From an optimization exercise on the open Yosys and OpenROAD flow, aimed at a short achievable clock period and few clock cycles; shortcuts taken in it are not production practice.
Only simulation tests tie the RTL to the original design; equivalence was not proved.

==> job 4026: inputs <==
Design Processor, start of the top module:
module Processor (
    input wire clk,
    input wire reset,
    output wire [31:0] mem_addr,
    output wire [31:0] mem_wdata,
    input wire [31:0] mem_rdata,
    output wire mem_wen
);
    reg [31:0] fpc;        
    reg [31:0] maddr;      
    reg [31:0] saddr;      
    reg        wen_q;
    reg [31:0] wdata_q;
    reg        Mv;         
    reg        M_lw;
    reg [3:0]  M_rt;
    reg [31:0] ras;        
    assign mem_addr  = maddr;
    assign mem_wdata = wdata_q;
    assign mem_wen   = wen_q;
    localparam BB = 4;             
    localparam BT = 6;             
    localparam BN = 1 << BB;
    reg          btb_v   [0:BN-1];
    reg [BT-1:0] btb_tag [0:BN-1];
    reg [31:0]   btb_tgt [0:BN-1];
    reg          btb_ret [0:BN-1];
    wire [BB-1:0] fidx  = fpc[BB-1:0];
    reg           bhit;
    integer       be;
    always @(*) begin
        bhit = 1'b0;
        for (be = 0; be < BN; be = be + 1)
            if (fidx == be[BB-1:0] && btb_v[be] && btb_tag[be] == fpc[BB+BT-1:BB])
                bhit = 1'b1;
    end
    wire [31:0]   bpred = btb_ret[fidx] ? ras : btb_tgt[fidx];
    reg          upd_v;
    reg          upd_set;      
    reg [31:0]   upd_pc;
    reg [31:0]   upd_tgt;
    reg          upd_ret;
    localparam CB = 4;
    localparam CN = 1 << CB;
    reg           ic_v   [0:CN-1];
    reg [9:CB]    ic_tag [0:CN-1];
    reg [31:0]    ic_dat [0:CN-1];
    reg           frz;             
    reg           smE_q, smD_q;    
    reg [31:0]    ic_w;
    reg [31:0] rf [1:15];
    reg        Dv;
    reg [31:0] IR_D;
    reg [31:0] pc_D;
    reg [31:0] pcp_D;      
    reg [15:0] sa_D, sb_D;   
    reg        hit_D;      
    reg [31:0] ptgt_D;     
    reg        Ev;
    reg [31:0] A_E, B_E, O2_E;
    reg        fa_E, fb_E;           
    reg        fbp_E, fbn_E;         
    reg [5:0]  ssel_E;               
    reg        byw_a, byw_b;         
    reg        bym_a, bym_b;         
    reg [31:0] res_W, resn_W;        
    reg        wW;                   
    reg [3:0]  wdW;
    reg [1:0]  fn_E;       
    reg        cin_E;
    reg        we_E;
    reg [3:0]  wd_E;
    reg        isbr_E, bne_E, isjr_E, isld_E, isst_E;
    reg        a_rs_E, o2_b_E, inv_E;
    reg [3:0]  rs_E, rt_E;
    reg [31:0] pc_E, pcp_E, btgt_E;
  ...
clock: 5.5 ns
lec_check: 0
cap_margin: 20
core_margin: 2
core_utilization: 55
place_density: 0.75
setup_slack_margin: 2.8
slew_margin: 20
tns_end_percent: 10
run.sh (not shown) runs the stock make flow with config.mk's settings and CLKGATE_MAP_FILE= SYNTH_SCRIPT=/design/flow/synth_recipe.tcl, a recipe that flattens the netlist after the stock synthesis.
==> job 9064: changes against job 4026 <==
--- a/flow/design.v
+++ b/flow/design.v
@@ -35,17 +35,17 @@
                 bhit = 1'b1;
     end
     wire [31:0]   bpred = btb_ret[fidx] ? ras : btb_tgt[fidx];
     reg          upd_v;
     reg          upd_set;      
     reg [31:0]   upd_pc;
     reg [31:0]   upd_tgt;
     reg          upd_ret;
-    localparam CB = 4;
+    localparam CB = 5;
     localparam CN = 1 << CB;
     reg           ic_v   [0:CN-1];
     reg [9:CB]    ic_tag [0:CN-1];
     reg [31:0]    ic_dat [0:CN-1];
     reg           frz;             
     reg           smE_q, smD_q;    
     reg [31:0]    ic_w;
     reg [31:0] rf [1:15];
==> flow/config.mk (replaced) <==
export PLATFORM = sky130hd
export DESIGN_NAME = Processor
export DESIGN_NICKNAME = Processor
export VERILOG_FILES = /design/flow/design.v
export SDC_FILE = /design/flow/constraint.sdc
export NUM_CORES = 4
export LEC_CHECK = 0
export CAP_MARGIN = 20
export CORE_MARGIN = 2
export CORE_UTILIZATION = 65
export PLACE_DENSITY = 0.85
export SETUP_SLACK_MARGIN = 2.8
export SLEW_MARGIN = 20
export TNS_END_PERCENT = 10
==> job 6492: changes against job 4026 <==
--- a/flow/design.v
+++ b/flow/design.v
@@ -35,17 +35,17 @@
                 bhit = 1'b1;
     end
     wire [31:0]   bpred = btb_ret[fidx] ? ras : btb_tgt[fidx];
     reg          upd_v;
     reg          upd_set;      
     reg [31:0]   upd_pc;
     reg [31:0]   upd_tgt;
     reg          upd_ret;
-    localparam CB = 4;
+    localparam CB = 5;
     localparam CN = 1 << CB;
     reg           ic_v   [0:CN-1];
     reg [9:CB]    ic_tag [0:CN-1];
     reg [31:0]    ic_dat [0:CN-1];
     reg           frz;             
     reg           smE_q, smD_q;    
     reg [31:0]    ic_w;
     reg [31:0] rf [1:15];
==> flow/config.mk (replaced) <==
export PLATFORM = sky130hd
export DESIGN_NAME = Processor
export DESIGN_NICKNAME = Processor
export VERILOG_FILES = /design/flow/design.v
export SDC_FILE = /design/flow/constraint.sdc
export NUM_CORES = 4
export LEC_CHECK = 0
export CAP_MARGIN = 20
export CORE_MARGIN = 2
export CORE_UTILIZATION = 50
export PLACE_DENSITY = 0.7
export SETUP_SLACK_MARGIN = 2.8
export SLEW_MARGIN = 20
export TNS_END_PERCENT = 10
==> impl_metrics.json <==
{
  "status": "complete, no violations",
  "die-width_um": 475,
  "fin_skew_ns": 0.0643,
  "r2r_slack_ns": 1.43,
  "cts_tree": "built",
  "path_class": "reg2reg",
  "routed-wl-met2_um": 195000,
  "nonClockInverterCount": 98,
  "clkSlewWorstSetupHoldPaths_ns": 0.06,
  "antenna_found_initial": 19,
  "fin_area_mm2": 0.141
}
[end of results for job 4026]
==> impl_metrics.json <==
{
  "fin_skew_ns": 0.0944,
  "fin_area_mm2": 0.176,
  "status": "complete, no violations",
  "die-width_um": 546,
  "routed-wl-met2_um": 246000,
  "clkSlewWorstSetupHoldPaths_ns": 0.07
}
[end of results for job 6492]
==> impl_metrics.json <==
{
  "syn_area_mm2": 0.147,
  "lastStage": "global routing",
  "synthArstFlopShare": 0.197,
  "error_line": "[ERROR GRT-0232] Routing congestion too high. Check the congestion heatmap in the GUI.",
  "use_met1": 0.777,
  "yosysMostFrequentCell": "edfxtp_1",
  "status": "did not finish",
  "grt_start_max_net_pins": 160,
  "synth_top_family_by_area": "multiplexers",
  "die-width_um": 479,
  "dp_hpwl_um": 360000,
  "synth_edf_count": 2435
}
[end of results for job 9064]
Testbench counts of job 4026, summed over its fixed seeds: cycles 112,057.
Testbench counts of job 9064, summed over its fixed seeds: cycles 111,125.
Testbench counts of job 6492, summed over its fixed seeds: cycles 111,125.

what the ideal ports hide:
In the flow no input, the clock included, has a driving cell. The finished layouts below were timed again as built, in two steps.
Step 1 (the two cells are an assumption about what drives the block):
set clk [get_ports {clk}]
set_driving_cell -lib_cell sky130_fd_sc_hd__clkbuf_16 $clk
set_driving_cell -lib_cell sky130_fd_sc_hd__buf_2 [delete_from_list [all_inputs] $clk]
Step 2 adds t to the input delays and takes it off the output delays; t is the mean of the earliest and latest rising clock arrival at the registers after step 1. Input paths then give back, and output paths get back, about the clock's delay inside the block.
Three values: no drivers, after step 1, after step 2; two values: the first two.
run | shift t [ns] | slack for setup (ns) | latest minus earliest clock arrival (ns) | worst register clock-pin slew, ns
job 4026 | 1.036 | 1.426 / 1.426 / 1.426 | 0.065 / 0.065 | 0.07 / 0.07
job 6492 | 1.001 | 1.600 / 1.600 / 1.600 | 0.095 / 0.094 | 0.07 / 0.07
After both steps setup and hold are still met in every run listed.
